This is an optimization exercise on Yosys and OpenROAD, whose aim is small area, a short achievable clock period and few clock cycles, not a production implementation.
In this exercise RTL edits were held to simulation tests only and were not proved equivalent to the original.

<file path="flow/constraint.sdc">
create_clock -name core_clock -period 11.0 [get_ports {clk}]
set_input_delay 2.2000 -clock core_clock [delete_from_list [all_inputs] [get_ports {clk}]]
set_output_delay 2.2000 -clock core_clock [all_outputs]
set_load 0.01 [all_outputs]
</file>
<file path="flow/config.mk">
export PLATFORM = sky130hd
export DESIGN_NAME = PSE
export DESIGN_NICKNAME = PSE
export VERILOG_FILES = /design/flow/design.v
export SDC_FILE = /design/flow/constraint.sdc
export NUM_CORES = 4
export LEC_CHECK = 0
export CAP_MARGIN = 0
export CORE_MARGIN = 2
export CORE_UTILIZATION = 40
export SETUP_SLACK_MARGIN = 4.0
export SLEW_MARGIN = 0
</file>
<file path="flow/run.sh">
#!/bin/bash
# synth_recipe.tcl (not shown) runs the flow's synth.tcl, then flattens the netlist and writes it again
# the make line also repeats each setting of config.mk as NAME=value (left out here)
make -C /OpenROAD-flow-scripts/flow DESIGN_CONFIG=/design/flow/config.mk WORK_HOME=/design/flow/orfs CLKGATE_MAP_FILE= SYNTH_SCRIPT=/design/flow/synth_recipe.tcl finish
</file>
<file path="flow/design.v">
module cross_calculator(x0, y0, x1, y1, pos);
input  [10:0] x0;
input  [10:0] y0;
input  [10:0] x1;
input  [10:0] y1;
output        pos;
wire pp1 = x0[0] & y1[0];
wire pp2 = x0[0] & y1[1];
wire pp3 = x0[0] & y1[2];
wire pp4 = x0[0] & y1[3];
wire pp5 = x0[0] & y1[4];
wire pp6 = x0[0] & y1[5];
wire pp7 = x0[0] & y1[6];
wire pp8 = x0[0] & y1[7];
wire pp9 = x0[0] & y1[8];
wire pp10 = x0[0] & y1[9];
wire pp11 = ~(x0[0] & y1[10]);
wire pp12 = x0[1] & y1[0];
wire pp13 = x0[1] & y1[1];
wire pp14 = x0[1] & y1[2];
wire pp15 = x0[1] & y1[3];
wire pp16 = x0[1] & y1[4];
wire pp17 = x0[1] & y1[5];
wire pp18 = x0[1] & y1[6];
wire pp19 = x0[1] & y1[7];
wire pp20 = x0[1] & y1[8];
wire pp21 = x0[1] & y1[9];
wire pp22 = ~(x0[1] & y1[10]);
wire pp23 = x0[2] & y1[0];
wire pp24 = x0[2] & y1[1];
wire pp25 = x0[2] & y1[2];
wire pp26 = x0[2] & y1[3];
wire pp27 = x0[2] & y1[4];
wire pp28 = x0[2] & y1[5];
wire pp29 = x0[2] & y1[6];
wire pp30 = x0[2] & y1[7];
wire pp31 = x0[2] & y1[8];
wire pp32 = x0[2] & y1[9];
wire pp33 = ~(x0[2] & y1[10]);
wire pp34 = x0[3] & y1[0];
wire pp35 = x0[3] & y1[1];
wire pp36 = x0[3] & y1[2];
wire pp37 = x0[3] & y1[3];
wire pp38 = x0[3] & y1[4];
wire pp39 = x0[3] & y1[5];
wire pp40 = x0[3] & y1[6];
wire pp41 = x0[3] & y1[7];
wire pp42 = x0[3] & y1[8];
wire pp43 = x0[3] & y1[9];
wire pp44 = ~(x0[3] & y1[10]);
wire pp45 = x0[4] & y1[0];
wire pp46 = x0[4] & y1[1];
wire pp47 = x0[4] & y1[2];
wire pp48 = x0[4] & y1[3];
wire pp49 = x0[4] & y1[4];
wire pp50 = x0[4] & y1[5];
wire pp51 = x0[4] & y1[6];
wire pp52 = x0[4] & y1[7];
wire pp53 = x0[4] & y1[8];
wire pp54 = x0[4] & y1[9];
wire pp55 = ~(x0[4] & y1[10]);
wire pp56 = x0[5] & y1[0];
wire pp57 = x0[5] & y1[1];
wire pp58 = x0[5] & y1[2];
wire pp59 = x0[5] & y1[3];
wire pp60 = x0[5] & y1[4];
wire pp61 = x0[5] & y1[5];
wire pp62 = x0[5] & y1[6];
wire pp63 = x0[5] & y1[7];
wire pp64 = x0[5] & y1[8];
wire pp65 = x0[5] & y1[9];
wire pp66 = ~(x0[5] & y1[10]);
wire pp67 = x0[6] & y1[0];
wire pp68 = x0[6] & y1[1];
wire pp69 = x0[6] & y1[2];
wire pp70 = x0[6] & y1[3];
wire pp71 = x0[6] & y1[4];
wire pp72 = x0[6] & y1[5];
wire pp73 = x0[6] & y1[6];
wire pp74 = x0[6] & y1[7];
wire pp75 = x0[6] & y1[8];
wire pp76 = x0[6] & y1[9];
wire pp77 = ~(x0[6] & y1[10]);
wire pp78 = x0[7] & y1[0];
wire pp79 = x0[7] & y1[1];
wire pp80 = x0[7] & y1[2];
wire pp81 = x0[7] & y1[3];
wire pp82 = x0[7] & y1[4];
wire pp83 = x0[7] & y1[5];
wire pp84 = x0[7] & y1[6];
wire pp85 = x0[7] & y1[7];
wire pp86 = x0[7] & y1[8];
wire pp87 = x0[7] & y1[9];
wire pp88 = ~(x0[7] & y1[10]);
wire pp89 = x0[8] & y1[0];
wire pp90 = x0[8] & y1[1];
wire pp91 = x0[8] & y1[2];
wire pp92 = x0[8] & y1[3];
wire pp93 = x0[8] & y1[4];
wire pp94 = x0[8] & y1[5];
wire pp95 = x0[8] & y1[6];
wire pp96 = x0[8] & y1[7];
wire pp97 = x0[8] & y1[8];
wire pp98 = x0[8] & y1[9];
wire pp99 = ~(x0[8] & y1[10]);
wire pp100 = x0[9] & y1[0];
wire pp101 = x0[9] & y1[1];
wire pp102 = x0[9] & y1[2];
wire pp103 = x0[9] & y1[3];
wire pp104 = x0[9] & y1[4];
wire pp105 = x0[9] & y1[5];
wire pp106 = x0[9] & y1[6];
wire pp107 = x0[9] & y1[7];
wire pp108 = x0[9] & y1[8];
wire pp109 = x0[9] & y1[9];
wire pp110 = ~(x0[9] & y1[10]);
wire pp111 = ~(x0[10] & y1[0]);
wire pp112 = ~(x0[10] & y1[1]);
wire pp113 = ~(x0[10] & y1[2]);
wire pp114 = ~(x0[10] & y1[3]);
wire pp115 = ~(x0[10] & y1[4]);
wire pp116 = ~(x0[10] & y1[5]);
wire pp117 = ~(x0[10] & y1[6]);
wire pp118 = ~(x0[10] & y1[7]);
wire pp119 = ~(x0[10] & y1[8]);
wire pp120 = ~(x0[10] & y1[9]);
wire pp121 = x0[10] & y1[10];
wire pp122 = ~(y0[0] & x1[0]);
wire pp123 = ~(y0[0] & x1[1]);
wire pp124 = ~(y0[0] & x1[2]);
wire pp125 = ~(y0[0] & x1[3]);
wire pp126 = ~(y0[0] & x1[4]);
wire pp127 = ~(y0[0] & x1[5]);
wire pp128 = ~(y0[0] & x1[6]);
wire pp129 = ~(y0[0] & x1[7]);
wire pp130 = ~(y0[0] & x1[8]);
wire pp131 = ~(y0[0] & x1[9]);
wire pp132 = y0[0] & x1[10];
wire pp133 = ~(y0[1] & x1[0]);
wire pp134 = ~(y0[1] & x1[1]);
wire pp135 = ~(y0[1] & x1[2]);
wire pp136 = ~(y0[1] & x1[3]);
wire pp137 = ~(y0[1] & x1[4]);
wire pp138 = ~(y0[1] & x1[5]);
wire pp139 = ~(y0[1] & x1[6]);
wire pp140 = ~(y0[1] & x1[7]);
wire pp141 = ~(y0[1] & x1[8]);
wire pp142 = ~(y0[1] & x1[9]);
wire pp143 = y0[1] & x1[10];
wire pp144 = ~(y0[2] & x1[0]);
wire pp145 = ~(y0[2] & x1[1]);
wire pp146 = ~(y0[2] & x1[2]);
wire pp147 = ~(y0[2] & x1[3]);
wire pp148 = ~(y0[2] & x1[4]);
wire pp149 = ~(y0[2] & x1[5]);
wire pp150 = ~(y0[2] & x1[6]);
wire pp151 = ~(y0[2] & x1[7]);
wire pp152 = ~(y0[2] & x1[8]);
wire pp153 = ~(y0[2] & x1[9]);
wire pp154 = y0[2] & x1[10];
wire pp155 = ~(y0[3] & x1[0]);
wire pp156 = ~(y0[3] & x1[1]);
wire pp157 = ~(y0[3] & x1[2]);
wire pp158 = ~(y0[3] & x1[3]);
wire pp159 = ~(y0[3] & x1[4]);
wire pp160 = ~(y0[3] & x1[5]);
wire pp161 = ~(y0[3] & x1[6]);
wire pp162 = ~(y0[3] & x1[7]);
wire pp163 = ~(y0[3] & x1[8]);
wire pp164 = ~(y0[3] & x1[9]);
wire pp165 = y0[3] & x1[10];
wire pp166 = ~(y0[4] & x1[0]);
wire pp167 = ~(y0[4] & x1[1]);
wire pp168 = ~(y0[4] & x1[2]);
wire pp169 = ~(y0[4] & x1[3]);
wire pp170 = ~(y0[4] & x1[4]);
wire pp171 = ~(y0[4] & x1[5]);
wire pp172 = ~(y0[4] & x1[6]);
wire pp173 = ~(y0[4] & x1[7]);
wire pp174 = ~(y0[4] & x1[8]);
wire pp175 = ~(y0[4] & x1[9]);
wire pp176 = y0[4] & x1[10];
wire pp177 = ~(y0[5] & x1[0]);
wire pp178 = ~(y0[5] & x1[1]);
wire pp179 = ~(y0[5] & x1[2]);
wire pp180 = ~(y0[5] & x1[3]);
wire pp181 = ~(y0[5] & x1[4]);
wire pp182 = ~(y0[5] & x1[5]);
wire pp183 = ~(y0[5] & x1[6]);
wire pp184 = ~(y0[5] & x1[7]);
wire pp185 = ~(y0[5] & x1[8]);
wire pp186 = ~(y0[5] & x1[9]);
wire pp187 = y0[5] & x1[10];
wire pp188 = ~(y0[6] & x1[0]);
wire pp189 = ~(y0[6] & x1[1]);
wire pp190 = ~(y0[6] & x1[2]);
wire pp191 = ~(y0[6] & x1[3]);
wire pp192 = ~(y0[6] & x1[4]);
wire pp193 = ~(y0[6] & x1[5]);
wire pp194 = ~(y0[6] & x1[6]);
wire pp195 = ~(y0[6] & x1[7]);
wire pp196 = ~(y0[6] & x1[8]);
wire pp197 = ~(y0[6] & x1[9]);
wire pp198 = y0[6] & x1[10];
wire pp199 = ~(y0[7] & x1[0]);
wire pp200 = ~(y0[7] & x1[1]);
wire pp201 = ~(y0[7] & x1[2]);
wire pp202 = ~(y0[7] & x1[3]);
wire pp203 = ~(y0[7] & x1[4]);
wire pp204 = ~(y0[7] & x1[5]);
wire pp205 = ~(y0[7] & x1[6]);
wire pp206 = ~(y0[7] & x1[7]);
wire pp207 = ~(y0[7] & x1[8]);
wire pp208 = ~(y0[7] & x1[9]);
wire pp209 = y0[7] & x1[10];
wire pp210 = ~(y0[8] & x1[0]);
wire pp211 = ~(y0[8] & x1[1]);
wire pp212 = ~(y0[8] & x1[2]);
wire pp213 = ~(y0[8] & x1[3]);
wire pp214 = ~(y0[8] & x1[4]);
wire pp215 = ~(y0[8] & x1[5]);
wire pp216 = ~(y0[8] & x1[6]);
wire pp217 = ~(y0[8] & x1[7]);
wire pp218 = ~(y0[8] & x1[8]);
wire pp219 = ~(y0[8] & x1[9]);
wire pp220 = y0[8] & x1[10];
wire pp221 = ~(y0[9] & x1[0]);
wire pp222 = ~(y0[9] & x1[1]);
wire pp223 = ~(y0[9] & x1[2]);
wire pp224 = ~(y0[9] & x1[3]);
wire pp225 = ~(y0[9] & x1[4]);
wire pp226 = ~(y0[9] & x1[5]);
wire pp227 = ~(y0[9] & x1[6]);
wire pp228 = ~(y0[9] & x1[7]);
wire pp229 = ~(y0[9] & x1[8]);
wire pp230 = ~(y0[9] & x1[9]);
wire pp231 = y0[9] & x1[10];
wire pp232 = y0[10] & x1[0];
wire pp233 = y0[10] & x1[1];
wire pp234 = y0[10] & x1[2];
wire pp235 = y0[10] & x1[3];
wire pp236 = y0[10] & x1[4];
wire pp237 = y0[10] & x1[5];
wire pp238 = y0[10] & x1[6];
wire pp239 = y0[10] & x1[7];
wire pp240 = y0[10] & x1[8];
wire pp241 = y0[10] & x1[9];
wire pp242 = ~(y0[10] & x1[10]);
wire s243, c244;
assign {c244, s243} = pp10 + pp20 + pp30;
wire s245, c246;
assign {c246, s245} = pp11 + pp21 + pp31;
wire s247, c248;
assign {c248, s247} = pp41 + pp51 + pp61;
wire s249, c250;
assign {c250, s249} = pp71 + pp81;
wire s251, c252;
assign {c252, s251} = pp22 + pp32 + pp42;
wire s253, c254;
assign {c254, s253} = pp52 + pp62 + pp72;
wire s255, c256;
assign {c256, s255} = pp82 + pp92;
wire s257, c258;
assign {c258, s257} = pp33 + pp43 + pp53;
wire s259, c260;
assign {c260, s259} = pp7 + pp17 + pp27;
wire s261, c262;
assign {c262, s261} = pp8 + pp18 + pp28;
wire s263, c264;
assign {c264, s263} = pp38 + pp48 + pp58;
wire s265, c266;
assign {c266, s265} = pp68 + pp78;
wire s267, c268;
assign {c268, s267} = pp9 + pp19 + pp29;
wire s269, c270;
assign {c270, s269} = pp39 + pp49 + pp59;
wire s271, c272;
assign {c272, s271} = pp69 + pp79 + pp89;
wire s273, c274;
assign {c274, s273} = pp130 + pp140 + pp150;
wire s275, c276;
assign {c276, s275} = pp160 + pp170;
wire s277, c278;
assign {c278, s277} = pp40 + pp50 + pp60;
wire s279, c280;
assign {c280, s279} = pp70 + pp80 + pp90;
wire s281, c282;
assign {c282, s281} = pp100 + pp131 + pp141;
wire s283, c284;
assign {c284, s283} = pp151 + pp161 + pp171;
wire s285, c286;
assign {c286, s285} = pp181 + pp191 + pp201;
wire s287, c288;
assign {c288, s287} = pp211 + pp221;
wire s289, c290;
assign {c290, s289} = pp91 + pp101 + pp111;
wire s291, c292;
assign {c292, s291} = pp132 + pp142 + pp152;
wire s293, c294;
assign {c294, s293} = pp162 + pp172 + pp182;
wire s295, c296;
assign {c296, s295} = pp192 + pp202 + pp212;
wire s297, c298;
assign {c298, s297} = pp222 + pp232 + c244;
wire s299, c300;
assign {c300, s299} = s245 + s247 + s249;
wire s301, c302;
assign {c302, s301} = pp102 + pp112 + pp143;
wire s303, c304;
assign {c304, s303} = pp153 + pp163 + pp173;
wire s305, c306;
assign {c306, s305} = pp183 + pp193 + pp203;
wire s307, c308;
assign {c308, s307} = pp213 + pp223 + pp233;
wire s309, c310;
assign {c310, s309} = c246 + c248 + c250;
wire s311, c312;
assign {c312, s311} = s251 + s253 + s255;
wire s313, c314;
assign {c314, s313} = pp63 + pp73 + pp83;
wire s315, c316;
assign {c316, s315} = pp93 + pp103 + pp113;
wire s317, c318;
assign {c318, s317} = pp154 + pp164 + pp174;
wire s319, c320;
assign {c320, s319} = pp184 + pp194 + pp204;
wire s321, c322;
assign {c322, s321} = pp214 + pp224 + pp234;
wire s323, c324;
assign {c324, s323} = c252 + c254 + c256;
wire s325, c326;
assign {c326, s325} = pp44 + pp54 + pp64;
wire s327, c328;
assign {c328, s327} = pp74 + pp84 + pp94;
wire s329, c330;
assign {c330, s329} = pp104 + pp114 + pp165;
wire s331, c332;
assign {c332, s331} = pp175 + pp185 + pp195;
wire s333, c334;
assign {c334, s333} = pp205 + pp215 + pp225;
wire s335, c336;
assign {c336, s335} = pp55 + pp65 + pp75;
wire s337, c338;
assign {c338, s337} = pp85 + pp95 + pp105;
wire s339, c340;
assign {c340, s339} = pp115 + pp176 + pp186;
wire s341, c342;
assign {c342, s341} = pp66 + pp76 + pp86;
wire s343, c344;
assign {c344, s343} = pp5 + pp15 + pp25;
wire s345, c346;
assign {c346, s345} = pp6 + pp16 + pp26;
wire s347, c348;
assign {c348, s347} = pp36 + pp46 + pp56;
wire s349, c350;
assign {c350, s349} = pp127 + pp137;
wire s351, c352;
assign {c352, s351} = pp37 + pp47 + pp57;
wire s353, c354;
assign {c354, s353} = pp67 + pp128 + pp138;
wire s355, c356;
assign {c356, s355} = pp148 + pp158 + pp168;
wire s357, c358;
assign {c358, s357} = pp178 + pp188;
wire s359, c360;
assign {c360, s359} = pp129 + pp139 + pp149;
wire s361, c362;
assign {c362, s361} = pp159 + pp169 + pp179;
wire s363, c364;
assign {c364, s363} = pp189 + pp199 + c260;
wire s365, c366;
assign {c366, s365} = s261 + s263 + s265;
wire s367, c368;
assign {c368, s367} = pp180 + pp190 + pp200;
wire s369, c370;
assign {c370, s369} = pp210 + c262 + c264;
wire s371, c372;
assign {c372, s371} = c266 + s267 + s269;
wire s373, c374;
assign {c374, s373} = s271 + s273 + s275;
wire s375, c376;
assign {c376, s375} = s243 + c268 + c270;
wire s377, c378;
assign {c378, s377} = c272 + c274 + c276;
wire s379, c380;
assign {c380, s379} = s277 + s279 + s281;
wire s381, c382;
assign {c382, s381} = s283 + s285 + s287;
wire s383, c384;
assign {c384, s383} = c278 + c280 + c282;
wire s385, c386;
assign {c386, s385} = c284 + c286 + c288;
wire s387, c388;
assign {c388, s387} = s289 + s291 + s293;
wire s389, c390;
assign {c390, s389} = s295 + s297 + s299;
wire s391, c392;
assign {c392, s391} = c290 + c292 + c294;
wire s393, c394;
assign {c394, s393} = c296 + c298 + c300;
wire s395, c396;
assign {c396, s395} = s301 + s303 + s305;
wire s397, c398;
assign {c398, s397} = s307 + s309 + s311;
wire s399, c400;
assign {c400, s399} = s257 + c302 + c304;
wire s401, c402;
assign {c402, s401} = c306 + c308 + c310;
wire s403, c404;
assign {c404, s403} = c312 + s313 + s315;
wire s405, c406;
assign {c406, s405} = s317 + s319 + s321;
wire s407, c408;
assign {c408, s407} = pp235 + c258 + c314;
wire s409, c410;
assign {c410, s409} = c316 + c318 + c320;
wire s411, c412;
assign {c412, s411} = c322 + c324 + s325;
wire s413, c414;
assign {c414, s413} = s327 + s329 + s331;
wire s415, c416;
assign {c416, s415} = pp196 + pp206 + pp216;
wire s417, c418;
assign {c418, s417} = pp226 + pp236 + c326;
wire s419, c420;
assign {c420, s419} = c328 + c330 + c332;
wire s421, c422;
assign {c422, s421} = c334 + s335 + s337;
wire s423, c424;
assign {c424, s423} = pp96 + pp106 + pp116;
wire s425, c426;
assign {c426, s425} = pp187 + pp197 + pp207;
wire s427, c428;
assign {c428, s427} = pp217 + pp227 + pp237;
wire s429, c430;
assign {c430, s429} = c336 + c338 + c340;
wire s431, c432;
assign {c432, s431} = pp77 + pp87 + pp97;
wire s433, c434;
assign {c434, s433} = pp107 + pp117 + pp198;
wire s435, c436;
assign {c436, s435} = pp208 + pp218 + pp228;
wire s437, c438;
assign {c438, s437} = pp88 + pp98 + pp108;
wire s439, c440;
assign {c440, s439} = pp3 + pp13;
wire s441, c442;
assign {c442, s441} = pp4 + pp14 + pp24;
wire s443, c444;
assign {c444, s443} = pp34 + pp125 + pp135;
wire s445, c446;
assign {c446, s445} = pp35 + pp45 + pp126;
wire s447, c448;
assign {c448, s447} = pp136 + pp146 + pp156;
wire s449, c450;
assign {c450, s449} = pp166 + s343;
wire s451, c452;
assign {c452, s451} = pp147 + pp157 + pp167;
wire s453, c454;
assign {c454, s453} = pp177 + c344 + s345;
wire s455 = ~(s347 ^ s349);
wire c456 = s347 | s349;
wire s457, c458;
assign {c458, s457} = s259 + c346 + c348;
wire s459, c460;
assign {c460, s459} = c350 + s351 + s353;
wire s461 = ~(s355 ^ s357);
wire c462 = s355 | s357;
wire s463, c464;
assign {c464, s463} = c352 + c354 + c356;
wire s465, c466;
assign {c466, s465} = c358 + s359 + s361;
wire s467 = ~(s363 ^ s365);
wire c468 = s363 | s365;
wire s469, c470;
assign {c470, s469} = c360 + c362 + c364;
wire s471, c472;
assign {c472, s471} = c366 + s367 + s369;
wire s473 = ~(s371 ^ s373);
wire c474 = s371 | s373;
wire s475, c476;
assign {c476, s475} = c368 + c370 + c372;
wire s477, c478;
assign {c478, s477} = c374 + s375 + s377;
wire s479 = ~(s379 ^ s381);
wire c480 = s379 | s381;
wire s481, c482;
assign {c482, s481} = c376 + c378 + c380;
wire s483, c484;
assign {c484, s483} = c382 + s383 + s385;
wire s485 = ~(s387 ^ s389);
wire c486 = s387 | s389;
wire s487, c488;
assign {c488, s487} = c384 + c386 + c388;
wire s489, c490;
assign {c490, s489} = c390 + s391 + s393;
wire s491 = ~(s395 ^ s397);
wire c492 = s395 | s397;
wire s493, c494;
assign {c494, s493} = s323 + c392 + c394;
wire s495, c496;
assign {c496, s495} = c396 + c398 + s399;
wire s497, c498;
assign {c498, s497} = s401 + s403 + s405;
wire s499, c500;
assign {c500, s499} = s333 + c400 + c402;
wire s501, c502;
assign {c502, s501} = c404 + c406 + s407;
wire s503, c504;
assign {c504, s503} = s409 + s411 + s413;
wire s505, c506;
assign {c506, s505} = s339 + c408 + c410;
wire s507, c508;
assign {c508, s507} = c412 + c414 + s415;
wire s509, c510;
assign {c510, s509} = s417 + s419 + s421;
wire s511, c512;
assign {c512, s511} = s341 + c416 + c418;
wire s513, c514;
assign {c514, s513} = c420 + c422 + s423;
wire s515, c516;
assign {c516, s515} = s425 + s427 + s429;
wire s517, c518;
assign {c518, s517} = pp238 + c342 + c424;
wire s519, c520;
assign {c520, s519} = c426 + c428 + c430;
wire s521, c522;
assign {c522, s521} = s431 + s433 + s435;
wire s523, c524;
assign {c524, s523} = pp118 + pp209 + pp219;
wire s525, c526;
assign {c526, s525} = pp229 + pp239 + c432;
wire s527, c528;
assign {c528, s527} = c434 + c436 + s437;
wire s529, c530;
assign {c530, s529} = pp99 + pp109 + pp119;
wire s531, c532;
assign {c532, s531} = pp220 + pp230 + pp240;
wire s533, c534;
assign {c534, s533} = pp2 + pp12;
wire s535, c536;
assign {c536, s535} = pp23 + pp124 + pp134;
wire s537, c538;
assign {c538, s537} = pp144 + s439;
wire s539, c540;
assign {c540, s539} = pp145 + pp155 + c440;
wire s541 = ~(s441 ^ s443);
wire c542 = s441 | s443;
wire s543, c544;
assign {c544, s543} = c442 + c444 + s445;
wire s545 = ~(s447 ^ s449);
wire c546 = s447 | s449;
wire s547, c548;
assign {c548, s547} = c446 + c448 + c450;
wire s549, c550;
assign {c550, s549} = s451 + s453 + s455;
wire s551, c552;
assign {c552, s551} = c452 + c454 + c456;
wire s553, c554;
assign {c554, s553} = s457 + s459 + s461;
wire s555, c556;
assign {c556, s555} = c458 + c460 + c462;
wire s557, c558;
assign {c558, s557} = s463 + s465 + s467;
wire s559, c560;
assign {c560, s559} = c464 + c466 + c468;
wire s561, c562;
assign {c562, s561} = s469 + s471 + s473;
wire s563, c564;
assign {c564, s563} = c470 + c472 + c474;
wire s565, c566;
assign {c566, s565} = s475 + s477 + s479;
wire s567, c568;
assign {c568, s567} = c476 + c478 + c480;
wire s569, c570;
assign {c570, s569} = s481 + s483 + s485;
wire s571, c572;
assign {c572, s571} = c482 + c484 + c486;
wire s573, c574;
assign {c574, s573} = s487 + s489 + s491;
wire s575, c576;
assign {c576, s575} = c488 + c490 + c492;
wire s577, c578;
assign {c578, s577} = s493 + s495 + s497;
wire s579, c580;
assign {c580, s579} = c494 + c496 + c498;
wire s581, c582;
assign {c582, s581} = s499 + s501 + s503;
wire s583, c584;
assign {c584, s583} = c500 + c502 + c504;
wire s585, c586;
assign {c586, s585} = s505 + s507 + s509;
wire s587, c588;
assign {c588, s587} = c506 + c508 + c510;
wire s589, c590;
assign {c590, s589} = s511 + s513 + s515;
wire s591, c592;
assign {c592, s591} = c512 + c514 + c516;
wire s593, c594;
assign {c594, s593} = s517 + s519 + s521;
wire s595, c596;
assign {c596, s595} = c518 + c520 + c522;
wire s597, c598;
assign {c598, s597} = s523 + s525 + s527;
wire s599, c600;
assign {c600, s599} = c438 + c524 + c526;
wire s601, c602;
assign {c602, s601} = c528 + s529 + s531;
wire s603, c604;
assign {c604, s603} = pp110 + pp120 + pp231;
wire s605, c606;
assign {c606, s605} = pp241 + c530 + c532;
wire s607, c608;
assign {c608, s607} = pp123 + pp133;
wire s609, c610;
assign {c610, s609} = c534 + s535 + s537;
wire s611, c612;
assign {c612, s611} = c536 + c538 + s539;
wire s613, c614;
assign {c614, s613} = c540 + c542 + s543;
wire s615, c616;
assign {c616, s615} = c544 + c546 + s547;
wire s617, c618;
assign {c618, s617} = c548 + c550 + s551;
wire s619, c620;
assign {c620, s619} = c552 + c554 + s555;
wire s621, c622;
assign {c622, s621} = c556 + c558 + s559;
wire s623, c624;
assign {c624, s623} = c560 + c562 + s563;
wire s625, c626;
assign {c626, s625} = c564 + c566 + s567;
wire s627, c628;
assign {c628, s627} = c568 + c570 + s571;
wire s629, c630;
assign {c630, s629} = c572 + c574 + s575;
wire s631, c632;
assign {c632, s631} = c576 + c578 + s579;
wire s633, c634;
assign {c634, s633} = c580 + c582 + s583;
wire s635, c636;
assign {c636, s635} = c584 + c586 + s587;
wire s637, c638;
assign {c638, s637} = c588 + c590 + s591;
wire s639, c640;
assign {c640, s639} = c592 + c594 + s595;
wire s641, c642;
assign {c642, s641} = c596 + c598 + s599;
wire s643, c644;
assign {c644, s643} = c600 + c602 + s603;
wire s645, c646;
assign {c646, s645} = pp121 + pp242 + c604;
wire s647, c648;
assign {c648, s647} = pp1 + pp122;
wire s649 = ~(s533 ^ s607);
wire c650 = s533 | s607;
wire s651 = ~(c608 ^ s609);
wire c652 = c608 | s609;
wire s653, c654;
assign {c654, s653} = s541 + c610 + s611;
wire s655, c656;
assign {c656, s655} = s545 + c612 + s613;
wire s657, c658;
assign {c658, s657} = s549 + c614 + s615;
wire s659, c660;
assign {c660, s659} = s553 + c616 + s617;
wire s661, c662;
assign {c662, s661} = s557 + c618 + s619;
wire s663, c664;
assign {c664, s663} = s561 + c620 + s621;
wire s665, c666;
assign {c666, s665} = s565 + c622 + s623;
wire s667, c668;
assign {c668, s667} = s569 + c624 + s625;
wire s669, c670;
assign {c670, s669} = s573 + c626 + s627;
wire s671, c672;
assign {c672, s671} = s577 + c628 + s629;
wire s673, c674;
assign {c674, s673} = s581 + c630 + s631;
wire s675, c676;
assign {c676, s675} = s585 + c632 + s633;
wire s677, c678;
assign {c678, s677} = s589 + c634 + s635;
wire s679, c680;
assign {c680, s679} = s593 + c636 + s637;
wire s681, c682;
assign {c682, s681} = s597 + c638 + s639;
wire s683, c684;
assign {c684, s683} = s601 + c640 + s641;
wire s685, c686;
assign {c686, s685} = s605 + c642 + s643;
wire s687, c688;
assign {c688, s687} = c606 + c644 + s645;
wire [21:0] ra = {c646, c686, c684, c682, c680, c678, c676, c674, c672, c670, c668, c666, c664, c662, c660, c658, c656, c654, c652, c650, c648, s647};
wire [21:0] rb = {c688, s687, s685, s683, s681, s679, s677, s675, s673, s671, s669, s667, s665, s663, s661, s659, s657, s655, s653, s651, s649, 1'b1};
wire [21:0] sum = ra + rb;
assign pos = ~sum[21];
endmodule
module PSE ( clk,
			reset,
			Xin,
			Yin,
			point_num,
			valid,
			Xout,
			Yout);
input        clk;
input        reset;
input [9:0]  Xin;
input [9:0]  Yin;
input [2:0]  point_num;
output       valid;
output [9:0] Xout;
output [9:0] Yout;
reg  [3:0] cyc;
reg  [2:0] n;
reg  [9:0] p0x, p0y;
reg  [10:0] sx1, sy1, sx2, sy2, sx3, sy3, sx4, sy4, sx5, sy5;
reg  [3:0] xs;          
reg  [3:0] ys;          
reg  [4:0] osel;        
reg        vld;
reg        c12, c13, c23, b5first;
reg        mg;          
reg  [1:0] ia;          
reg  [1:0] ib;          
wire c;   
wire [10:0] ax = ({11{xs[0]}} & sx1) | ({11{xs[1]}} & sx2) | ({11{xs[2]}} & sx3) | ({11{xs[3]}} & sx4);
wire [10:0] ay = ({11{xs[0]}} & sy1) | ({11{xs[1]}} & sy2) | ({11{xs[2]}} & sy3) | ({11{xs[3]}} & sy4);
wire [10:0] bx = ({11{ys[0]}} & sx2) | ({11{ys[1]}} & sx3) | ({11{ys[2]}} & sx4) | ({11{ys[3]}} & sx5);
wire [10:0] by = ({11{ys[0]}} & sy2) | ({11{ys[1]}} & sy3) | ({11{ys[2]}} & sy4) | ({11{ys[3]}} & sy5);
cross_calculator CC(.x0(ax), .y0(ay), .x1(bx), .y1(by), .pos(c));
wire big = n[2] & (n[1] | n[0]);           
wire [3:0] start = big ? {1'b0, n} + 4'd1 : {1'b0, n};    
wire [3:0] stop  = start + {1'b0, n} - 4'd1;              
wire pre  = (cyc == start - 4'd1);         
function [3:0] headA;    
	input [1:0] k;
	input x12, x13, x23;
	input [2:0] nn;
	reg [1:0] r1, r2, r3;
	begin
		if (nn == 3'd3) begin
			r1 = 2'd0; r2 = 2'd3; r3 = 2'd3;
		end else if (nn == 3'd4) begin
			r1 = {1'b0, x12}; r2 = {1'b0, ~x12}; r3 = 2'd3;
		end else begin
			r1 = {1'b0, x12} + {1'b0, x13};
			r2 = {1'b0, ~x12} + {1'b0, x23};
			r3 = {1'b0, ~x13} + {1'b0, ~x23};
		end
		headA = {1'b0, r3 == k, r2 == k, r1 == k};
	end
endfunction
function [3:0] headB;
	input       k;
	input       b5;
	input [2:0] nn;
	begin
		case (nn)
			3'd3: headB = 4'b0001;
			3'd4: headB = 4'b0010;
			3'd5: headB = 4'b0100;
			default: headB = (k ^ b5) ? 4'b1000 : 4'b0100;
		endcase
	end
endfunction
wire [4:0] xslot = {1'b0, xs};
wire [4:0] yslot = {ys, 1'b0};
reg [3:0] xs_n [0:1];
reg [3:0] ys_n [0:1];
reg [4:0] osel_n [0:1];
reg       vld_n [0:1];
reg       mg_n [0:1];
reg [1:0] ia_n [0:1];
reg [1:0] ib_n [0:1];
reg       c12_n [0:1], c13_n [0:1], c23_n [0:1], b5_n [0:1];
reg [1:0] sizeA;
reg [1:0] sizeB;
reg       aLeft, bLeft;
reg       takeB;
integer v;
always @(*) begin
	sizeA = big ? 2'd3 : (n == 3'd4 ? 2'd2 : 2'd1);
	sizeB = (n == 3'd6) ? 2'd2 : 2'd1;
	aLeft = (ia < sizeA);
	bLeft = (ib < sizeB);
	for (v = 0; v < 2; v = v + 1) begin
		c12_n[v] = (cyc == 4'd3) ? v[0] : c12;
		c13_n[v] = (cyc == 4'd4) ? v[0] : c13;
		c23_n[v] = (cyc == 4'd5) ? v[0] : c23;
		b5_n[v]  = (cyc == 4'd6) ? v[0] : b5first;
		xs_n[v] = 4'b0000;
		ys_n[v] = 4'b0000;
		osel_n[v] = 5'b00000;
		vld_n[v] = 1'b0;
		mg_n[v] = 1'b0;
		ia_n[v] = 2'd0;
		ib_n[v] = 2'd0;
		takeB = bLeft & (~aLeft | v[0]);
		if (mg) begin
			vld_n[v] = 1'b1;
			osel_n[v] = takeB ? yslot : xslot;
			ia_n[v] = takeB ? ia : ia + 2'd1;
			ib_n[v] = takeB ? ib + 2'd1 : ib;
			mg_n[v] = (cyc != stop - 4'd1);
			xs_n[v] = headA(ia_n[v], c12, c13, c23, n);
			ys_n[v] = headB(ib_n[v][0], b5first, n);
		end else if (pre) begin
			vld_n[v] = 1'b1;
			mg_n[v] = 1'b1;
			xs_n[v] = headA(2'd0, c12_n[v], c13_n[v], c23_n[v], n);
			ys_n[v] = headB(1'b0, b5_n[v], n);
		end else begin
			case (cyc)
				4'd2: begin xs_n[v] = 4'b0001; ys_n[v] = 4'b0001; end   
				4'd3: begin xs_n[v] = 4'b0001; ys_n[v] = 4'b0010; end   
				4'd4: begin xs_n[v] = 4'b0010; ys_n[v] = 4'b0010; end   
				4'd5: begin xs_n[v] = 4'b1000; ys_n[v] = 4'b1000; end   
				default: ;
			endcase
		end
	end
end
always @(posedge clk or posedge reset) begin
	if (reset) begin
		cyc <= 4'd0;
		vld <= 1'b0;
		mg  <= 1'b0;
	end else begin
		cyc <= (cyc == stop) ? 4'd0 : cyc + 4'd1;
		vld <= (cyc != 4'd0) & (c ? vld_n[1] : vld_n[0]);
		mg  <= (cyc != 4'd0) & (c ? mg_n[1] : mg_n[0]);
	end
end
always @(posedge clk) begin
	if (cyc == 4'd0) begin
		p0x <= Xin;
		p0y <= Yin;
		n   <= point_num;
	end
	if (cyc == 4'd1) begin sx1 <= {1'b0, Xin} - {1'b0, p0x}; sy1 <= {1'b0, Yin} - {1'b0, p0y}; end
	if (cyc == 4'd2) begin sx2 <= {1'b0, Xin} - {1'b0, p0x}; sy2 <= {1'b0, Yin} - {1'b0, p0y}; end
	if (cyc == 4'd3) begin sx3 <= {1'b0, Xin} - {1'b0, p0x}; sy3 <= {1'b0, Yin} - {1'b0, p0y}; end
	if (cyc == 4'd4) begin sx4 <= {1'b0, Xin} - {1'b0, p0x}; sy4 <= {1'b0, Yin} - {1'b0, p0y}; end
	if (cyc == 4'd5) begin sx5 <= {1'b0, Xin} - {1'b0, p0x}; sy5 <= {1'b0, Yin} - {1'b0, p0y}; end
	xs    <= c ? xs_n[1] : xs_n[0];
	ys    <= c ? ys_n[1] : ys_n[0];
	osel  <= c ? osel_n[1] : osel_n[0];
	ia    <= c ? ia_n[1] : ia_n[0];
	ib    <= c ? ib_n[1] : ib_n[0];
	c12 <= c12_n[c];
	c13 <= c13_n[c];
	c23 <= c23_n[c];
	b5first <= b5_n[c];
end
wire [9:0] ovx = ({10{osel[0]}} & sx1[9:0]) | ({10{osel[1]}} & sx2[9:0]) | ({10{osel[2]}} & sx3[9:0])
               | ({10{osel[3]}} & sx4[9:0]) | ({10{osel[4]}} & sx5[9:0]);
wire [9:0] ovy = ({10{osel[0]}} & sy1[9:0]) | ({10{osel[1]}} & sy2[9:0]) | ({10{osel[2]}} & sy3[9:0])
               | ({10{osel[3]}} & sy4[9:0]) | ({10{osel[4]}} & sy5[9:0]);
assign valid = vld;
assign Xout = ovx + p0x;
assign Yout = ovy + p0y;
endmodule
</file>
==> results of run 1 <==
## state kept, by name (all words and copies together), names as in the netlist, 3 cells and up, named ones only
signal  cells
xs          4
ys          4
osel        5
cyc         4
sy2        11
sx5        11
p0x        10
n           3
sy1        11
sy3        11
p0y        10
sy5        11
sy4        11
sx2        11
sx1        11
sx3        11
sx4        11
## cell type report
| type | count | area [µm²] |
|---|---|---|
| inverters | 200 | 750.7 |
| clock inverters | 15 | 172.7 |
| well taps | 518 | 648.1 |
| fillers | 3593 | 20950 |
| clock buffers | 17 | 425.4 |
| flip-flops and latches | 160 | 4631 |
| multi-input cells | 1093 | 10190 |
| repair buffers | 97 | 884.6 |
## layout by cell type (no fill, tap or decap), types with 10 or more instances in the layout
| master | Yosys | layout |
|---|---|---|
| nor2_1 | 172 | 172 |
| nor3_1 | 11 | 11 |
| xnor2_1 | 44 | 43 |
| a22oi_1 | 65 | 56 |
| xor2_1 | 16 | 16 |
| a21oi_1 | 46 | 46 |
| buf_4 | 0 | 46 |
| fa_1 | 204 | 204 |
| o21ai_0 | 24 | 24 |
| inv_1 | 200 | 200 |
| or2_2 | 21 | 21 |
| and2_1 | 16 | 14 |
| dfxtp_1 | 16 | 11 |
| a221oi_1 | 24 | 20 |
| a21o_1 | 21 | 21 |
| clkdlybuf4s50_1 | 0 | 45 |
| mux2i_1 | 10 | 10 |
| a22o_1 | 23 | 23 |
| nand2_1 | 146 | 142 |
| edfxtp_1 | 138 | 138 |
| clkbuf_16 | 0 | 17 |
| nand2b_1 | 23 | 23 |
| a222oi_1 | 20 | 20 |
| ha_1 | 107 | 107 |
## final timing paths
kind | startpoint | endpoint | cells after the start
hold / removal | xs[0] | osel[0] | 1
setup / recovery | sy2[9] | ys[3] | 24
setup reg to reg | sy2[9] | ys[3] | 24
hold reg to reg | xs[0] | osel[0] | 1
min in group asynchronous | reset | mg | 2
max in group asynchronous | reset | cyc[3] | 2
## per-layer routing
metal	up-vias	share of wire [%]
met4	0	3.1
met1	5873	43
met3	91	6.6
met2	500	47
met5	-	0
li1	5277	-
## cell usage after synthesis (all sizes together) (8+ instances only)
library cell  number
a221oi            24
clkbuf            55
a222oi            20
nand3              9
a22o              23
a22oi             65
buf                8
nor3              12
edfxtp           138
a21o              21
or2               21
xor2              16
a21oi             46
nand2b            23
fa               204
ha               107
and2              21
xnor2             44
inv              200
dfxtp             16
o21ai             28
nor2             172
nand2            146
mux2i             10
## logic make-up (layout without fill, tap and decap cells)
family | after synthesis | count (layout) | share of synthesized area [%]
AOI/OAI and AO/OA | 269 | 269 | 12.59
xor gates and xnor gates | 60 | 61 | 3.359
adders and majority gates | 311 | 311 | 34.66
buffers and inverters | 263 | 329 | 6.389
DFF | 160 | 160 | 29.49
muxes | 11 | 11 | 0.7117
and+or+nand+nor | 441 | 441 | 12.80
## timing repair
item	in CTS	in global routing
gates cloned	1	1
resized for setup	20	23
pin swaps	3	6
endpoints found under the setup margin	19	15
buffers inserted	5	10
## critical path: cells and delay by family (launching register included)
kind | cells | cell delay (ps)
and+or+nand+nor | 4 | 580
xor gates and xnor gates | 1 | 160
buffers and inverters | 6 | 730
adders and majority gates | 8 | 3600
muxes | 1 | 170
DFF | 1 | 430
AOI/OAI and AO/OA | 4 | 980
## through the flow
| stage | cells | setup WS, ps | utilization (%) |
|---|---|---|---|
| floorplan | 1515 | 4059 | - |
| global placement | 2051 | 3204 | 43.43 |
| detailed placement | 2051 | 3089 | 43.43 |
| CTS | 2089 | 4018 | 45.34 |
| global route | 2100 | 3958 | 45.80 |
| finish | 2100 | 4213 | 45.80 |
==> qor.yml, run 1 <==
outcome: "finished clean"
cts_tree: "yes"
drv_cap: 0
ys_seq_area_share_pct: 29.49
gp_congestion: 0.9131
drt_iter0_drc: 1107
drtAntennaViolNets: 0
cp_max_fo: 6
ys.flop_type: "edfxtp_1"
rsz0062_at_grt: "false"
die_x_um: 201.8
finalCritPeriodShare_pct: 61.70
r2r_slack_ps: 4210
viasPerCell: 5.591
clkTransAtPathRegs_ps: 70
drt-pass1-iter-count: 7
synth_edf_count: 138
area.growth.synth_to_final_pct: 13.12
rows: 72
syn_nets: 1851
ios: 46
ctsRootBufferMaster: "clkbuf_16"
h-tree-depth: 4
dp_hpwl_um: 32930
n_antenna_cell: 0
core_area_um2: 38650
final-hold-violation-count: 0
antenna_found_initial: 0
met1_usage_pct: 29.02
numCtsBuffers: 17
slew_viol_final: 0
grtUsageTotal_pct: 21.47
nets: 1905
yosysWarnings: 12
synth_largest_area_cell: "edfxtp_1"
die-area_um2: 40710
cp-start-kind: "register"
path_common_cell: "fa_1"
vias: 11740
post_synth_instance_area_um2: 15650
critPathKind: "reg2reg"
whs_ps: 596.8
postPlaceCellArea_um2: 16790
cp_slowest_stage_delay_ps: 540
cp-end-kind: "register"
worstMarginPinSlew_ps: 1099
drcViolationCount: 0
hold_buffers: 0
setup-violations-final: 0
critPathArrivalTime_ps: 7100
use_met3_pct: 2.870
ys_seq_elements: 160
initial_core_util_pct: 40.48
worstHoldPathType: "reg2reg"
wl_um: 43090
cp_cell_sequence: "a22o_1, a221oi_4, buf_6, buf_4, nor2_1, fa_1, fa_1, inv_1, fa_1, fa_1, fa_1, fa_1, fa_1, inv_1, ha_1, and4_1, nand4_1, a2111o_1, nand4_1, buf_12, xnor2_4, buf_4, mux2i_1, o22ai_1"
async_reset_ff_share_pct: 3.750
grt_pass1_vias: 11900
period_needed_ps: 6787
grt_use_met2_pct: 35.64
avgSynthCellArea_um2: 10.33
top_usage_layer: "met2"
skew_ps: 9.087
slowest_stage: "fa_1"
wire_per_inst_um: 20.52
synthTopCellsByArea: "edfxtp_1 26%, fa_1 26%, ha_1 8.6%"
clk_path_buf_depth: 2
grt_max_degree: 28
io_buffers: 45
finalSetupTns_ps: 0
cts.sinks: 160
synth_cells: 1515
grt_first_pass_wirelength_um: 66930
crit_required_ps: 11310
insertion_delay_ps: 450
fmax_mhz: 147.4
synth_top_cell_area_share_pct: 26.49
slew_headroom_pct: 26.65
overflow: 0
final_cell_area_um2: 17700
die_h_um: 201.8
drive_gt1_share_pct: 9.292
yosysUniqueCellTypes: 68
Testbench counts, summed over its fixed seeds: cycles 22,671.
==> run 2: changes to the inputs <==
--- a/flow/config.mk
+++ b/flow/config.mk
@@ -5,8 +5,9 @@
 export SDC_FILE = /design/flow/constraint.sdc
 export NUM_CORES = 4
 export LEC_CHECK = 0
-export CAP_MARGIN = 0
+export ABC_AREA = 1
+export CAP_MARGIN = 20
 export CORE_MARGIN = 2
 export CORE_UTILIZATION = 40
 export SETUP_SLACK_MARGIN = 4.0
-export SLEW_MARGIN = 0
+export SLEW_MARGIN = 20
==> qor.yml, run 2 <==
outcome: "finished clean"  # unchanged
n_antenna_cell: 0  # unchanged
grtUsageTotal_pct: 22.94  # was 21.47%
cp-start-kind: "register"  # unchanged
drive_gt1_share_pct: 6.842  # was 9.292%
rsz0062_at_grt: "false"  # unchanged
crit_start: "xs[0]"  # was sy2[9]
ios: 46  # unchanged
hold_buffers: 0  # unchanged
r2r_slack_ps: 4340  # was 4210 ps
yosysWarnings: 12  # unchanged
synth_largest_area_cell: "edfxtp_1"  # unchanged
cts_tree: "yes"  # unchanged
fin_cells: 2476  # was 2100
finalSetupTns_ps: 0  # unchanged
critPathArrivalTime_ps: 6810  # was 7100 ps
critPathKind: "reg2reg"  # unchanged
core_area_um2: 40650  # was 38650 µm²
path_delay_family: "adder cells"  # unchanged
die_h_um: 206.3  # was 201.8 µm
timing.rr.start: "xs[0]"  # was sy2[9]
drv_cap: 0  # unchanged
setup-violations-final: 0  # unchanged
synth_edf_count: 138  # unchanged
area.growth.synth_to_final_pct: 11.57  # was 13.12%
die-area_um2: 42560  # was 40710 µm²
ctsRootBufferMaster: "clkbuf_16"  # unchanged
cp-endpoint: "ib[1]"  # was ys[3]
ys.flop_type: "edfxtp_1"  # unchanged
drt_iter0_drc: 1351  # was 1107
worstHoldPathType: "reg2reg"  # unchanged
die_x_um: 206.3  # was 201.8 µm
placed_cells: 2422  # was 2051
antenna_found_initial: 0  # unchanged
cp_max_fo: 14  # was 6
cts.sinks: 160  # unchanged
avgSynthCellArea_um2: 8.783  # was 10.33 µm²
cp_slowest_stage_delay_ps: 540  # about the same
numCtsBuffers: 17  # unchanged
grt_pass1_vias: 13210  # was 11.90k
crit_required_ps: 11150  # was 11310 ps
final_common_cell: "inv_1"  # was fa_1
finalCritPeriodShare_pct: 60.54  # was 61.70%
insertion_delay_ps: 440  # was 450 ps
slew_viol_final: 0  # unchanged
ys_seq_area_share_pct: 28.18  # was 29.49%
wl_um: 48200  # was 43090 µm
post_synth_instance_area_um2: 16370  # was 15650 µm²
yosysUniqueCellTypes: 41  # was 68
syn_nets: 2200  # was 1851
grt_max_degree: 26  # was 28
worst-path-stages: 25  # was 24
slowest_stage: "fa_1"  # unchanged
skew_ps: 9.707  # was 9.087 ps
rows: 74  # was 72
crit_buf_inv: 4  # was 6
reg2reg_depth: 25  # was 24
dp_hpwl_um: 37910  # was 32930 µm
fmax_mhz: 150.2  # was 147.4 MHz
worstReg2RegEnd: "ib[1]"  # was ys[3]
drt-pass1-iter-count: 5  # was 7
period_needed_ps: 6660  # was 6787 ps
initial_core_util_pct: 40.28  # was 40.48%
vias: 13240  # was 11.74k
grt_first_pass_wirelength_um: 73930  # was 66930 µm
viasPerCell: 5.347  # was 5.591
synth_top_cell_area_share_pct: 25.31  # was 26.49%
slew_headroom_pct: 30.35  # was 26.65%
async_reset_ff_share_pct: 3.750  # unchanged
drcViolationCount: 0  # unchanged
path_common_cell: "fa_1"  # unchanged
synthTopCellsByArea: "edfxtp_1 25%, fa_1 25%, inv_1 8.3%"  # was edfxtp_1 26%, fa_1 26%, ha_1 8.6%
overflow: 0  # unchanged
synth_cells: 1864  # was 1515
synthTopCellsByCount: "362 x inv_1, 328 x nand2_1, 253 x nor2_1, 204 x fa_1, 138 x edfxtp_1"  # was 204 x fa_1, 200 x inv_1, 172 x nor2_1, 146 x nand2_1, 138 x edfxtp_1
cp-end-kind: "register"  # unchanged
final_cell_mix: "354 x inv_1, 326 x nand2_1, 238 x nor2_1"  # was 204 x fa_1, 200 x inv_1, 172 x nor2_1
ys_seq_elements: 160  # unchanged
final-hold-violation-count: 0  # unchanged
io_buffers: 45  # unchanged
h-tree-depth: 4  # unchanged
wire_per_inst_um: 19.47  # was 20.52 µm
drtAntennaViolNets: 0  # unchanged
clk_path_buf_depth: 2  # unchanged
clkTransAtPathRegs_ps: 60  # was 70 ps
synth.most_common_cell: "inv_1"  # was fa_1
gp_congestion: 0.9188  # was 0.9131
nets: 2267  # was 1905
worstMarginPinSlew_ps: 1041  # was 1099 ps
run 2: per-stage QoR:
| stage | util, % | hold slack (ps) | cell area (µm²) | setup WS (ps) |
|---|---|---|---|---|
| 2_1_floorplan | - | 497.5 | 16370 | 4832 |
| 3_3_place_gp | 42.92 | 538.7 | 17440 | 3880 |
| 3_5_place_dp | 42.92 | 544.8 | 17440 | 3736 |
| 4_1_cts | 44.48 | 640.7 | 18080 | 4107 |
| 5_1_grt | 44.94 | 638.7 | 18270 | 4015 |
| 6_report | 44.94 | 605.1 | 18270 | 4340 |
run 2: kinds of logic (layout without fill, tap and decap cells):
group / Yosys count / after routing / share of synthesized area [%]
xor+xnor: 49 / 49 / 2.621
fa+ha+maj: 311 / 311 / 33.12
compound gates: 238 / 238 / 8.819
simple gates: 701 / 702 / 17.66
flops: 160 / 160 / 28.18
buf+inv: 405 / 484 / 9.591
run 2: layout make-up:
type / instances / area [µm²]
Clock buffer: 17 / 425.4
Timing Repair inverter: 8 / 40.04
Sequential cell: 160 / 4627
Inverter: 368 / 1400
Timing Repair Buffer: 76 / 690.7
Multi-Input combinational cell: 1300 / 10250
Tap cell: 532 / 665.6
Fill cell: 4034 / 22380
Clock inverter: 15 / 171.4
run 2: what timing repair did:
action,CTS,global route
pin swaps,0,1
cloned,1,8
gates resized for setup,10,22
endpoints found under the hold margin,0,0
setup endpoints to repair,8,15
setup buffers,0,12
run 2: how the worst min path moves through the flow:
stage	from	to	depth (start not counted)	slack (ps)
6_report	xs[0]	osel[0]	2	610
5_1_grt	xs[0]	osel[0]	2	640
4_1_cts	xs[0]	osel[0]	2	640
3_5_place_dp	xs[0]	osel[0]	2	540
3_3_place_gp	xs[0]	osel[0]	2	540
2_1_floorplan	xs[0]	osel[0]	2	500
run 2: worst register-to-register path: stages, from the launching register on:
cell and delay [ps]:
dfxtp_2 450, clkinvlp_4 230, o22ai_1 220, nor2_1 150
inv_1 210, nand2_1 100, fa_1 510, inv_1 70
fa_1 440, fa_1 520, fa_1 450, fa_1 480
fa_1 530, fa_1 540, inv_1 40, ha_1 280
nand2_1 70, nor2_1 170, nand2_1 90, nor2_1 90
nand2_1 90, nand3_1 130, nand2_1 100, nand2_4 190
o21ai_0 110, nand2_1 110
run 2: per-layer routing:
metal	vias to the layer above	track usage, %	share of wire [%]
met5	-	0	0
met1	6495	32.50	44
met2	580	37.28	47
li1	6084	-	-
met4	0	5.408	2.0
met3	81	3.154	6.8
==> run 3: changes to the inputs <==
--- a/flow/config.mk
+++ b/flow/config.mk
@@ -5,9 +5,8 @@
 export SDC_FILE = /design/flow/constraint.sdc
 export NUM_CORES = 4
 export LEC_CHECK = 0
-export ABC_AREA = 1
 export CAP_MARGIN = 20
 export CORE_MARGIN = 2
 export CORE_UTILIZATION = 40
-export SETUP_SLACK_MARGIN = 4.0
+export SETUP_SLACK_MARGIN = 4.5
 export SLEW_MARGIN = 20
==> qor.yml, run 3 <==
numCtsBuffers: 17  # unchanged
skew_ps: 7.853  # was 9.707 ps
critPathArrivalTime_ps: 6930  # was 6810 ps
core_area_um2: 38650  # was 40650 µm²
grtUsageTotal_pct: 22.47  # was 22.94%
worstHoldStart: "cyc[0]"  # was xs[0]
period_needed_ps: 6609  # was 6660 ps
synth_cells: 1515  # was 1864
setup-violations-final: 0  # unchanged
finalSetupTns_ps: 0  # unchanged
outcome: "finished clean"  # unchanged
viasPerCell: 5.534  # was 5.347
drt_iter0_drc: 1078  # was 1351
path_common_cell: "fa_1"  # unchanged
cp_max_fo: 8  # was 14
fmax_mhz: 151.3  # was 150.2 MHz
path_delay_family: "adder cells"  # unchanged
worstHoldPathType: "reg2reg"  # unchanged
register_area_um2: 4634  # was 4627 µm²
grt_max_degree: 28  # was 26
cp-start-kind: "register"  # unchanged
crit_buf_inv: 6  # was 4
synth_top_cell_area_share_pct: 26.49  # was 25.31%
overflow: 0  # unchanged
final_cell_mix: "191 x fa_1, 187 x inv_1, 169 x nor2_1"  # was 354 x inv_1, 326 x nand2_1, 238 x nor2_1
wl_um: 44640  # was 48200 µm
whs_ps: 624.7  # was 605.1 ps
cp_cell_sequence: "buf_12, buf_12, a22o_1, a221oi_1, buf_4, nor2_1, fa_1, fa_1, fa_2, fa_1, fa_1, inv_2, fa_1, ha_1, and4_4, nand4_1, a2111o_1, buf_4, o211ai_1, nor3_4, buf_12, o211ai_1, o31ai_1"
insertion_delay_ps: 440  # about the same
synth.most_common_cell: "fa_1"  # was inv_1
initial_core_util_pct: 40.48  # was 40.28%
num-fill-cells: 3542  # was 4034
crit_required_ps: 11320  # was 11150 ps
h-tree-depth: 4  # unchanged
post_synth_instance_area_um2: 15650  # was 16370 µm²
cts.sinks: 160  # unchanged
cts_tree: "yes"  # unchanged
die_x_um: 201.8  # was 206.3 µm
wire_per_inst_um: 21.06  # was 19.47 µm
antenna_found_initial: 0  # unchanged
async_reset_ff_share_pct: 3.750  # unchanged
dp_hpwl_um: 32750  # was 37910 µm
slew_headroom_pct: 33.59  # was 30.35%
yosysUniqueCellTypes: 68  # was 41
grt_pass1_vias: 12200  # was 13.21k
gp_congestion: 0.8741  # was 0.9188
final_common_cell: "fa_1"  # was inv_1
ys_seq_elements: 160  # unchanged
slowest_stage: "fa_1"  # unchanged
rows: 72  # was 74
grt_first_pass_wirelength_um: 70220  # was 73930 µm
synth_largest_area_cell: "edfxtp_1"  # unchanged
finalCritPeriodShare_pct: 60.09  # was 60.54%
drtAntennaViolNets: 0  # unchanged
clk_path_buf_depth: 2  # unchanged
slew_viol_final: 0  # unchanged
vias: 11730  # was 13.24k
synthTopCellsByArea: "edfxtp_1 26%, fa_1 26%, ha_1 8.6%"  # was edfxtp_1 25%, fa_1 25%, inv_1 8.3%
drcViolationCount: 0  # unchanged
timing.rr.start: "ys[0]"  # was xs[0]
area.growth.synth_to_final_pct: 15.83  # was 11.57%
ys_seq_area_share_pct: 29.49  # was 28.18%
cp-end-kind: "register"  # unchanged
synth_edf_count: 138  # unchanged
synthTopCellsByCount: "204 x fa_1, 200 x inv_1, 172 x nor2_1, 146 x nand2_1, 138 x edfxtp_1"  # was 362 x inv_1, 328 x nand2_1, 253 x nor2_1, 204 x fa_1, 138 x edfxtp_1
hold_buffers: 0  # unchanged
crit_start: "ys[0]"  # was xs[0]
final-hold-violation-count: 0  # unchanged
clkTransAtPathRegs_ps: 70  # was 60 ps
yosysWarnings: 12  # unchanged
drive_gt1_share_pct: 13.12  # was 6.842%
multiInputGateArea_um2: 10310  # was 10250 µm²
die_h_um: 201.8  # was 206.3 µm
ios: 46  # unchanged
drt-pass1-iter-count: 9  # was 5
rsz0062_at_grt: "true"  # was false
die-area_um2: 40710  # was 42560 µm²
critPathKind: "reg2reg"  # unchanged
n_antenna_cell: 0  # unchanged
drv_cap: 0  # unchanged
syn_nets: 1851  # was 2200
avgSynthCellArea_um2: 10.33  # was 8.783 µm²
ys.flop_type: "edfxtp_1"  # unchanged
nets: 1924  # was 2267
ctsRootBufferMaster: "clkbuf_16"  # unchanged
worstMarginPinSlew_ps: 982.4  # was 1041 ps
cp_slowest_stage_delay_ps: 590  # was 540 ps
io_buffers: 45  # unchanged
## run 3: changes by cell type after synthesis, sizes merged, moves of 21 or more
cell / before / now
inv: 367 / 200
nor2: 257 / 172
and2: 0 / 21
a221oi: 2 / 24
clkbuf: 17 / 55
o22ai: 68 / 4
nand2: 345 / 146
a22oi: 0 / 65
nand3: 73 / 9
o21ai: 53 / 28
nand2b: 0 / 23
xnor2: 18 / 44
## run 3: per-stage QoR
stage	instances	cell area, µm²	setup slack, ps	utilization (%)
after CTS	2114	18030	4378	46.65
after global routing	2119	18120	4182	46.90
after detailed placement	2050	16830	3593	43.54
after floorplan	1515	15710	4591	-
after global placement	2050	16830	3701	43.54
final	2119	18120	4391	46.90
## run 3: layout make-up
type	instances	share of cell area (%)
Clock buffer	18	2.368
Clock inverter	14	0.9803
Inverter	200	4.142
Multi-Input combinational cell	1092	56.90
Sequential cell	160	25.57
Tap cell	518	3.576
Timing Repair Buffer	117	6.462
## run 3: routing by layer
layer	GRT usage (%)	up-vias	wire [µm]
met5	0	-	0
met4	7.169	0	1195
met3	3.789	70	3238
met2	36.49	502	20680
met1	30.81	5853	19520
li1	-	5301	-
## run 3: path summary, 6_finish.rpt
| path | end | slack [ps] | cells after the start |
|---|---|---|---|
| max | ia[1] | 4390 | 23 |
| min | cyc[0] | 620 | 1 |
| max reg2reg | ia[1] | 4390 | 23 |
| min reg2reg | cyc[0] | 620 | 1 |
| max in group asynchronous | cyc[3] | 8820 | 2 |
| min in group asynchronous | mg | 1980 | 2 |
## run 3: kinds of logic (layout without fill, tap and decap cells)
group,count (synthesis),after routing,synth area share [%]
and+or+nand+nor,441,441,12.80
adders and majority gates,311,311,34.66
AOI/OAI and AO/OA,269,269,12.59
buffers and inverters,263,349,6.389
DFF,160,160,29.49
xor gates and xnor gates,60,60,3.359
muxes,11,11,0.7117
## run 3: timing repair
item | in CTS | in global routing
setup buffers | 30 | 5
gates cloned | 2 | 0
endpoints found under the setup margin | 19 | 20
gates resized for setup | 82 | 18
pin swaps | 40 | 13
==> run 4: changes to the inputs <==
--- a/flow/config.mk
+++ b/flow/config.mk
@@ -8,5 +8,8 @@
 export CAP_MARGIN = 20
 export CORE_MARGIN = 2
 export CORE_UTILIZATION = 40
+export CTS_BUF_LIST = sky130_fd_sc_hd__clkbuf_8
+export CTS_CLUSTER_DIAMETER = 100
+export CTS_CLUSTER_SIZE = 40
 export SETUP_SLACK_MARGIN = 4.5
 export SLEW_MARGIN = 20
==> qor.yml, run 4 <==
outcome: "finished clean"  # unchanged
reg2reg_depth: 26  # was 23
die-area_um2: 40710  # unchanged
whs_ps: 627.3  # was 624.7 ps
synth_adder_area_share_pct: 34.66  # unchanged
synthTopCellsByCount: "204 x fa_1, 200 x inv_1, 172 x nor2_1, 146 x nand2_1, 138 x edfxtp_1"  # unchanged
h-tree-depth: 4  # unchanged
ys_seq_elements: 160  # unchanged
drt_iter0_drc: 1123  # was 1078
final_cell_mix: "188 x inv_1, 183 x fa_1, 169 x nor2_1"  # was 191 x fa_1, 187 x inv_1, 169 x nor2_1
setup-violations-final: 0  # unchanged
slew_viol_final: 0  # unchanged
dp_hpwl_um: 32750  # unchanged
synth_cells: 1515  # unchanged
ctsRootBufferMaster: "clkbuf_8"  # was clkbuf_16
num-fill-cells: 3570  # was 3542
finalCritPeriodShare_pct: 60.18  # was 60.09%
ios: 46  # unchanged
path_common_cell: "fa_2"  # was fa_1
antenna_found_initial: 1  # was 0
synth_top_family_by_area: "adder cells"  # unchanged
final-hold-violation-count: 0  # unchanged
grt_first_pass_wirelength_um: 69990  # was 70220 µm
yosysWarnings: 12  # unchanged
hold-path-endpoint: "cyc[0]"  # unchanged
drcViolationCount: 0  # unchanged
grt_pass1_vias: 12200  # about the same
worstHoldPathType: "reg2reg"  # unchanged
cp_max_fo: 23  # was 8
cp_slowest_stage_delay_ps: 560  # was 590 ps
synth_top_cell_area_share_pct: 26.49  # unchanged
rsz0062_at_grt: "true"  # unchanged
grtUsageTotal_pct: 22.37  # was 22.47%
slew_headroom_pct: 42.67  # was 33.59%
period_needed_ps: 6619  # was 6609 ps
synth_mux_area_share_pct: 0.7117  # unchanged
hold_buffers: 0  # unchanged
cts.sinks: 160  # unchanged
syn_nets: 1851  # unchanged
async_reset_ff_share_pct: 3.750  # unchanged
critPathKind: "reg2reg"  # unchanged
die_h_um: 201.8  # unchanged
worstReg2RegEnd: "ia[1]"  # unchanged
ys.flop_type: "edfxtp_1"  # unchanged
crit_start: "xs[0]"  # was ys[0]
io_buffers: 45  # unchanged
r2r_slack_ps: 4380  # was 4390 ps
postLayoutCoreUtil_pct: 46.98  # was 46.90%
skew_ps: 13.43  # was 7.853 ps
finalSetupTns_ps: 0  # unchanged
overflow: 0  # unchanged
insertion_delay_ps: 470  # was 440 ps
synth_largest_area_cell: "edfxtp_1"  # unchanged
die_x_um: 201.8  # unchanged
drt-pass1-iter-count: 6  # was 9
viasPerCell: 5.514  # was 5.534
drtAntennaViolNets: 0  # unchanged
cp-end-kind: "register"  # unchanged
drive_gt1_share_pct: 15.14  # was 13.12%
numCtsBuffers: 17  # unchanged
cts_tree: "yes"  # unchanged
critPathArrivalTime_ps: 6980  # was 6930 ps
worstMarginPinSlew_ps: 848.0  # was 982.4 ps
path_delay_family: "adder cells"  # unchanged
avgSynthCellArea_um2: 10.33  # unchanged
grt_max_degree: 28  # unchanged
synth_compound_area_share_pct: 12.59  # unchanged
yosysUniqueCellTypes: 68  # unchanged
synth_edf_count: 138  # unchanged
fmax_mhz: 151.1  # was 151.3 MHz
yosys.area_share.simple_pct: 12.80  # unchanged
drv_cap: 0  # unchanged
synthXorXnorAreaFrac_pct: 3.359  # unchanged
core_area_um2: 38650  # unchanged
initial_core_util_pct: 40.48  # unchanged
timing.rr.start: "xs[0]"  # was ys[0]
clk_path_buf_depth: 2  # unchanged
ys_seq_area_share_pct: 29.49  # unchanged
min_path_cells: 1  # unchanged
wl_um: 44840  # was 44640 µm
gp_congestion: 0.8741  # unchanged
area.growth.synth_to_final_pct: 16.05  # was 15.83%
post_synth_instance_area_um2: 15650  # unchanged
clkTransAtPathRegs_ps: 90  # was 70 ps
rows: 72  # unchanged
synthTopCellsByArea: "edfxtp_1 26%, fa_1 26%, ha_1 8.6%"  # unchanged
cp-start-kind: "register"  # unchanged
wire_per_inst_um: 20.91  # was 21.06 µm
crit_buf_inv: 8  # was 6
slowest_stage: "fa_2"  # was fa_1
final_common_cell: "inv_1"  # was fa_1
worstHoldStart: "cyc[0]"  # unchanged
crit_required_ps: 11360  # was 11320 ps
vias: 11820  # was 11.73k
synth.most_common_cell: "fa_1"  # unchanged
nets: 1948  # was 1924
==> run 4: area by class of cell <==
class                   count  area (µm²)  area share (%)
clock buffers              17       234.0           1.289
flip-flops and latches    160        4634           25.52
repair buffers            141        1340           7.380
inverters                 200       753.2           4.148
clock inverters            15       181.4          0.9992
well taps                 518       648.1           3.569
multi-input cells        1092       10360           57.08
diodes                      1       2.502         0.01378
==> run 4: metal layers <==
layer,vias up,share of wire [%],GRT usage [%]
met5,-,0,0
met4,0,3.0,7.852
met3,71,7.5,3.660
met2,543,46,35.60
met1,5859,43,31.09
li1,5350,-,-
==> run 4: worst max-delay path by stage <==
stage | endpoint | depth (start not counted)
2_1_floorplan | ib[1] | 24
3_3_place_gp | osel[3] | 22
3_5_place_dp | osel[1] | 22
4_1_cts | ys[2] | 26
5_1_grt | xs[0] | 26
6_report | ia[1] | 26
==> run 4: through the flow <==
stage	instances	worst slack, ps	cell area [µm²]
final	2144	4381	18160
after global routing	2143	4183	18150
after CTS	2133	4391	17940
after detailed placement	2050	3593	16830
after global placement	2050	3701	16830
after floorplan	1515	4591	15710
==> run 4: repair_timing <==
item,4_1_cts,5_1_grt
endpoints found under the setup margin,19,21
setup buffers,50,10
gates cloned,1,0
pin swaps,59,13
gates resized for setup,80,33
==> run 4: logic make-up (layout without fill, tap and decap cells) <==
kind of cell    Yosys count  count (layout)
buf+inv                 263             373
fa+ha+maj               311             311
mux                      11              11
flops                   160             160
compound gates          269             269
other cells               0               1
simple gates            441             441
xor+xnor                 60              60

-- re-timing with driven ports --
The flow's constraints put no driver on any port. The routed layouts listed below were extracted and timed again, unchanged, in two steps. Step 1 assumes that a clkbuf_16 drives the clock port and a buf_2 every other input. Step 2, shift: input delay + t, output delay - t, t = (earliest + latest rising clock arrival at the registers) / 2. This alone moves slack from input paths to output paths. Three values: no drivers, after step 1, after step 2; two values: the first two.
run	t (ns)	setup slack, ns	hold WS [ns]	slew at the worst register clock pin (ns)
run 1	0.490	4.213 / 4.213 / 4.213	0.597 / 0.597 / 0.597	0.07 / 0.07
run 2	0.480	4.340 / 4.340 / 4.340	0.605 / 0.605 / 0.605	0.07 / 0.07
run 3	0.476	4.391 / 4.391 / 4.391	0.625 / 0.625 / 0.625	0.07 / 0.07
run 4	0.507	4.381 / 4.381 / 4.381	0.627 / 0.627 / 0.627	0.09 / 0.09
After both steps setup and hold are still met in every run listed.
